Source: an optimization exercise on an open RTL-to-GDS flow (aim: small area). Production flows keep margins and buffers that such runs may drop. Function was checked by simulation only, so behaviour that the tests miss may differ from the original. Power and IR drop assume default switching activity.

==> flow/design.v <==
`timescale 1ns / 1ps
module ALU(A, B, OP, F, ZF, OF);
input [31:0] A, B;
input [2:0] OP;
output reg [31:0] F;
output reg ZF, OF;
always @(*)
begin
	case(OP)
		3'b000:
		begin
			F = A & B;
			OF = 0;
		end
		3'b001:
		begin
			F = A | B;
			OF = 0;
		end
		3'b010:
		begin
			F = A ^ B;
			OF = 0;
		end
		3'b011:
		begin
			F = ~(A | B);
			OF = 0;
		end
		3'b100:
		begin
			F = A + B;
			OF = (A[31] == B[31]) && (F[31] != A[31]);
		end
		3'b101:
		begin
			F = A - B;
			OF = (A[31] != B[31]) && (F[31] != A[31]);
		end
		3'b110:
		begin
			if (A < B)
			begin
				F = 32'b00000000000000000000000000000001;
			end
			else
			begin
				F = 32'b00000000000000000000000000000000; 
			end
			OF = 0;
		end
		default:
		begin
			F = B << A;
			OF = 0;
		end
	endcase
	ZF = (F == 32'b0);
end
endmodule
`timescale 1ns / 1ps
module Reg(RA,RB,WR,WA,WD,RDA,RDB,Clk,Reset);
input [4:0] RA,RB,WA;
input [31:0] WD;
input WR,Clk,Reset;
output reg [31:0] RDA, RDB;
reg [31:0] REG[0:31];
reg [5:0] i;
always @ (posedge Clk or posedge Reset)
begin
	if(Reset)
		for(i=0;i<32;i=i+1)
			REG[i] <= 0;
	else
	begin
		if(WR)
			REG[WA] <= WD;
	end
end 
always @(*)
	begin
		RDA = REG[RA];
		RDB = REG[RB];
	end
endmodule
`timescale 1ns / 1ps
module qzl(Rst, Clk, Instr, op, rs, rt, rd, func);
input Rst,Clk;
input [31:0] Instr;
reg [31:0] Incode;
output reg [5:0] op,func;
output reg [4:0] rs,rt,rd;
always @(posedge Clk)
	Incode <= Instr;
always @(Incode)
begin
	op = Incode[31:26];
	rs = Incode[25:21];
	rt = Incode[20:16];
	rd = Incode[15:11];
	func = Incode[5:0];
end
endmodule
`timescale 1ns / 1ps
module CPU(Rst, Clk, Instr, ZF, OF, alu_out);
output ZF, OF;
output [31:0] alu_out;
input Rst, Clk;
input [31:0] Instr;
wire [5:0] op,func;
wire [4:0] rd,rs,rt;
reg [2:0] alu_op;
reg write;
wire [31:0]outa, outb, alu_out;
qzl x1(Rst, Clk, Instr, op, rs, rt, rd, func);
always @(func, write)
begin
		write = 1;
	case(func)
		6'b100000:
		alu_op = 3'b100;
		6'b100010:
		alu_op = 3'b101;
		6'b100100:
		alu_op = 3'b000;
		6'b100101:
		alu_op = 3'b001;
		6'b100110:
		alu_op = 3'b010;
		6'b100111:
		alu_op = 3'b011;
		6'b101011:
		alu_op = 3'b110;
		6'b000100:
		alu_op = 3'b111;
		default:
		begin
			alu_op = 000;
			write = 0;
		end
	endcase
end
Reg x2(rs, rt, write, rd, alu_out, outa, outb, Clk, Rst);
ALU x3(outa, outb, alu_op, alu_out, ZF, OF);
endmodule
`timescale 1ns / 1ps
module Top(Rst, Clk, SW, Instr, LED);
input Rst, Clk;
input [2:0] SW;
input [31:0] Instr;
output reg [7:0] LED;
wire ZF, OF;
wire [31:0] tmp;
CPU x4(Rst, Clk, Instr, ZF, OF, tmp);
always @(SW, tmp, ZF, OF)
begin
	case(SW)
		3'b000:
			LED = tmp[7:0];
		3'b001:
			LED = tmp[15:8];
		3'b010:
			LED = tmp[23:16];
		3'b011:
			LED = tmp[31:24];
		3'b100:
		begin
			LED[5:0] = 0;
			LED[6] = ZF;
			LED[7] = OF;
		end
		default:
			LED = 0;
	endcase
end
endmodule
==> flow/run.sh <==
#!/bin/bash
# synth_recipe.tcl (not shown) runs the flow's synth.tcl, then flattens the netlist and writes it again
# the make line also repeats each setting of config.mk as NAME=value (left out here)
make -C /OpenROAD-flow-scripts/flow DESIGN_CONFIG=/design/flow/config.mk WORK_HOME=/design/flow/orfs CLKGATE_MAP_FILE= SYNTH_SCRIPT=/design/flow/synth_recipe.tcl finish
==> flow/config.mk <==
export PLATFORM = sky130hd
export DESIGN_NAME = Top
export DESIGN_NICKNAME = Top
export VERILOG_FILES = /design/flow/design.v
export SDC_FILE = /design/flow/constraint.sdc
export NUM_CORES = 4
export LEC_CHECK = 0
export CAP_MARGIN = 20
export CORE_MARGIN = 2
export CORE_UTILIZATION = 30
export PLACE_DENSITY = 0.45
export SETUP_SLACK_MARGIN = 0.3
export SLEW_MARGIN = 20
==> flow/constraint.sdc <==
create_clock -name core_clock -period 14.0 [get_ports {Clk}]
set_input_delay 2.8000 -clock core_clock [delete_from_list [all_inputs] [get_ports {Clk}]]
set_output_delay 2.8000 -clock core_clock [all_outputs]
set_load 0.01 [all_outputs]
==> run notes <==
status no timing/DRC/antenna violations; post-synthesis mux area share 2.65%; CP bufs+invs 4; dpl cell area 0.0644 mm^2; crit-path cells nand2_1 > nor2_2 > buf_4 > a222oi_1 > and3_1 > a31oi_2 > ha_1 > inv_1 > a21o_1 > o32ai_1 > o21ai_0 > o21a_1 > a31oi_1 > o21bai_1 > a221oi_1 > mux2i_1 > a211oi_4 > buf_4 > nand3_1 > nor4_1 > nand4_1 > o32ai_2 > clkdlybuf4s50_1; Final period util 93.2%; Synth Instances 7202; final hold vios 0; Synthesis Warnings 6; Layout area overhead 13.1%; CP arrival 10250 ps; remaining routing DRC violations 0; largest net degree at the start of global routing 167; FF+latch count, synth 1045; logic gate share of total power 17.7%; busiest grt layer met2; M1 GR Usage 43.2%; DR vias 63400; commonest non-fill, non-tap cell in the layout dfrtp_1; syn_nets 7356; clk_skew 90.4 ps; top cells by area, synth dfrtp_1, nand3_1, and3_1; Routed Antenna Nets 0; met2 usage 49.3%; Placement Setup Slack 2240 ps; Total Routing Usage GR 34.0%; Final Power 8490 uW; HP Start x4.x2.REG[1][0]; Async S/R FF share, synth 98.0%; largest fanout on the critical path 34; RSZ-0062 raised after global routing no; Post-synth EDFFs 0; number of global-route vias before repair 59200; XOR/XNOR Fraction of Synth Area 0.432%; Hold-fix buffers, CTS 0; sw power 2760 uW; Starting DRT DRC Count 10300; post-synthesis compound-gate area fraction 20.8%; count of final setup violators 0; grt total ovfl 0; worst skew pair latency 830 ps; max_cap viols 0; post-cts resize count 0; Setup crit start x4.x1.Incode[25]; first-pass detailed-route iteration total 9; Longest Clk Path Bufs 3; Die Height 454 um; drt via density 6.53; critical path class reg -> out; sequential cell area fraction in the yosys report 42.8%; row cnt 165; ys flop type dfrtp_1; WL/cell 37.3 um; Tightest Pin Transition 1310 ps; PnR worst setup slack 951 ps; final net count 7054; post-synthesis cell type count 115; fraction of layout cells with a size suffix above 1 10.8%; Worst IR Drop VDD 0.127 mV; starting density of the core 30.2%; Synth top area share 42.1%; Horiz. Die Dim 454 um; GP Congestion 0.955; post-CTS setup buffers 0; CTS tree yes; die area 0.207 mm^2; post-layout min period 13050 ps; Sequential Power Share 41.2%; total CTS buffers 121; Max-slew headroom 12.5%; Lkg Pwr 0.0303 uW; Int Power 5730 uW; DPL Wire Length 227000 um; Net Sw Frac 32.6%; largest family of logic cells by synthesized area simple AND/OR/NAND/NOR gates; Clk pwr share 41.1%; first-pass GRT wire length 493000 um; cell taking the most area after synthesis dfrtp_1; CP Capture Type output port; met3 GRT Util 11.3%; clk root buf clkbuf_16; CTS sink cnt 1045; Avg Cell Area, Syn 8.45 um^2; slowest stage delay, CP 1040 ps; PD cells 123 mW/mm^2; R2R Path Start x4.x1.Incode[25]; Startpoint Class flop; Reg clk slew, reported paths 60 ps; initial antenna violation count 43; # IOs 45; fin. max-slew vios 0; Detailed Route WL 362000 um; Final Cell Area 0.0688 mm^2; mapped cell area 0.0609 mm^2; I/O Buffers 33; Core ar. 0.202 mm^2; Post-Synth Adder-Cell Area 2.43%; Fmax 0.0766 GHz; type of the most critical hold path reg -> reg; Top Family by Delay on Critical Path compound AO/OA/AOI/OAI gates; CP dominant cell by count buf_4; Synth Area in Simple Gates 25.3%; Crit-path slowest cell nor2_2; CTS HTree Levels 3; CP required 11200 ps; most frequent cells in the layout dfrtp_1, nand3_1, nor2_1, nand2_1, a21oi_1
==> final cells by class <==
cell class	count	area (um^2)
Clock inverter	55	728
Multi-Input combinational cell	5332	32200
Fill cell	21000	133000
Timing Repair Buffer	285	2440
Clock buffer	175	3570
Antenna cell	28	70.1
Tap cell	2672	3340
Inverter	115	435
Sequential cell	1045	26100
==> power by group through the flow <==
stage / Clock, uW / Combinational [uW] / Sequential (uW)
final: 3490 / 1500 / 3500
after detailed placement: 0 / 1450 / 3540
after CTS: 3510 / 1450 / 3480
after global placement: 0 / 1440 / 3530
after floorplan: 0 / 914 / 3450
after global routing: 3630 / 1580 / 3520
==> worst paths after layout <==
| path | end | slack [ps] | cells after the start |
|---|---|---|---|
| min | x4.x2.REG[1][0] | 500 | 2 |
| min in group asynchronous | x4.x2.REG[2][7] | 2540 | 2 |
| min reg2reg | x4.x2.REG[1][0] | 500 | 2 |
| max in group asynchronous | x4.x2.REG[23][10] | 8740 | 5 |
| max reg2reg | x4.x2.REG[9][27] | 5210 | 22 |
| max | LED[6] | 950 | 23 |
==> Yosys cell counts (12+ instances only) <==
cell	number
a221oi_1	43
a21o_1	22
nand2b_1	28
mux2i_1	54
a22oi_1	216
dfrtp_1	1024
buf_2	161
nor3b_1	12
o22ai_1	19
nand3b_1	15
o21ai_0	555
nor2_1	699
and2_1	21
buf_6	13
a211oi_1	21
o211ai_1	21
buf_1	16
nand4_1	227
a22o_1	31
dfxtp_1	21
o32a_1	22
xnor2_1	20
o221ai_1	12
nand2_1	610
clkbuf_1	504
a31oi_1	42
buf_4	16
a2111oi_0	134
nand3_1	686
a222oi_1	15
inv_1	110
mux2_2	78
or4_1	21
and3_1	484
o21ai_1	13
nor2b_1	19
a32oi_1	37
ha_1	115
a21oi_1	589
nor4_1	59
nor3_1	66
a221o_1	30
or3_1	19
and4_1	22
==> worst register-to-register path, stage by stage (launching register included) <==
cell and delay (ps):
dfxtp_2 680, nand2_1 700, nor2_2 1050, buf_4 410, a222oi_1 140, and3_1 220
a31oi_2 740, ha_1 430, inv_1 70, a21o_1 210, o311a_1 400, o21ai_0 380
a31oi_1 220, o41a_1 470, a21oi_1 360, nor3_1 160, or3_1 440, a211oi_1 260
a21oi_1 80, xnor2_1 180, a21boi_2 330, buf_4 460, o21ai_0 240
==> stage by stage <==
step / TNS, ps / util [%] / hold slack, ps / std cells
3_3_place_gp: 0 / 31.9 / 472 / 9448
2_1_floorplan: -2983870 / - / 454 / 7202
6_report: 0 / 34.1 / 495 / 9707
5_1_grt: 0 / 34.1 / 531 / 9686
3_5_place_dp: 0 / 31.9 / 484 / 9449
4_1_cts: 0 / 34.0 / 497 / 9679
==> flip-flops by register name (all words and copies together), names as in the netlist <==
| name | flops |
|---|---|
| x4.x2.REG | 1024 |
| x4.x1.Incode | 21 |
==> routing by layer <==
| metal | routed length, um | vias to the layer above | part of all wire [%] |
|---|---|---|---|
| met5 | 201 | - | 0.056 |
| met4 | 26800 | 22 | 7.4 |
| met3 | 43800 | 1304 | 12 |
| met2 | 151000 | 4743 | 42 |
| met1 | 140000 | 31400 | 39 |
| li1 | - | 25900 | - |
==> cell families (layout without fill, tap and decap cells) <==
family	count (synthesis)	after routing
other	0	28
AOI/OAI and AO/OA	1972	1972
and+or+nand+nor	3072	3072
buffers and inverters	825	630
muxes	141	141
DFF	1045	1045
adders and majority gates	117	117
xor gates and xnor gates	30	30

==> port drivers added, routing unchanged <==
No port has a modelled driver above. Below, the same layout with a new extraction and two added sets of constraints.
Step 1 (the two cells are an assumption about what drives the block):
set clk [get_ports {Clk}]
set_driving_cell -lib_cell sky130_fd_sc_hd__clkbuf_16 $clk
set_driving_cell -lib_cell sky130_fd_sc_hd__buf_2 [delete_from_list [all_inputs] $clk]
Step 2 adds t to the input delays and takes it off the output delays; t is the mean of the earliest and latest rising clock arrival at the registers after step 1. Input paths then give back, and output paths get back, about the clock's delay inside the block.
Three values: ideal, step 1, step 2; two values: the first two.
t (ns): 0.872
setup WS [ns]: 0.951 / 0.862 / 1.734
clock arrival spread, ns: 0.090 / 0.090
slew at the worst register clock pin (ns): 0.07 / 0.07
worst data-port slew with drivers (ns): 0.07
After both steps setup and hold are still met in this run. The setup slack of this run moves by -0.089 ns with the drivers and by +0.783 ns with both steps.
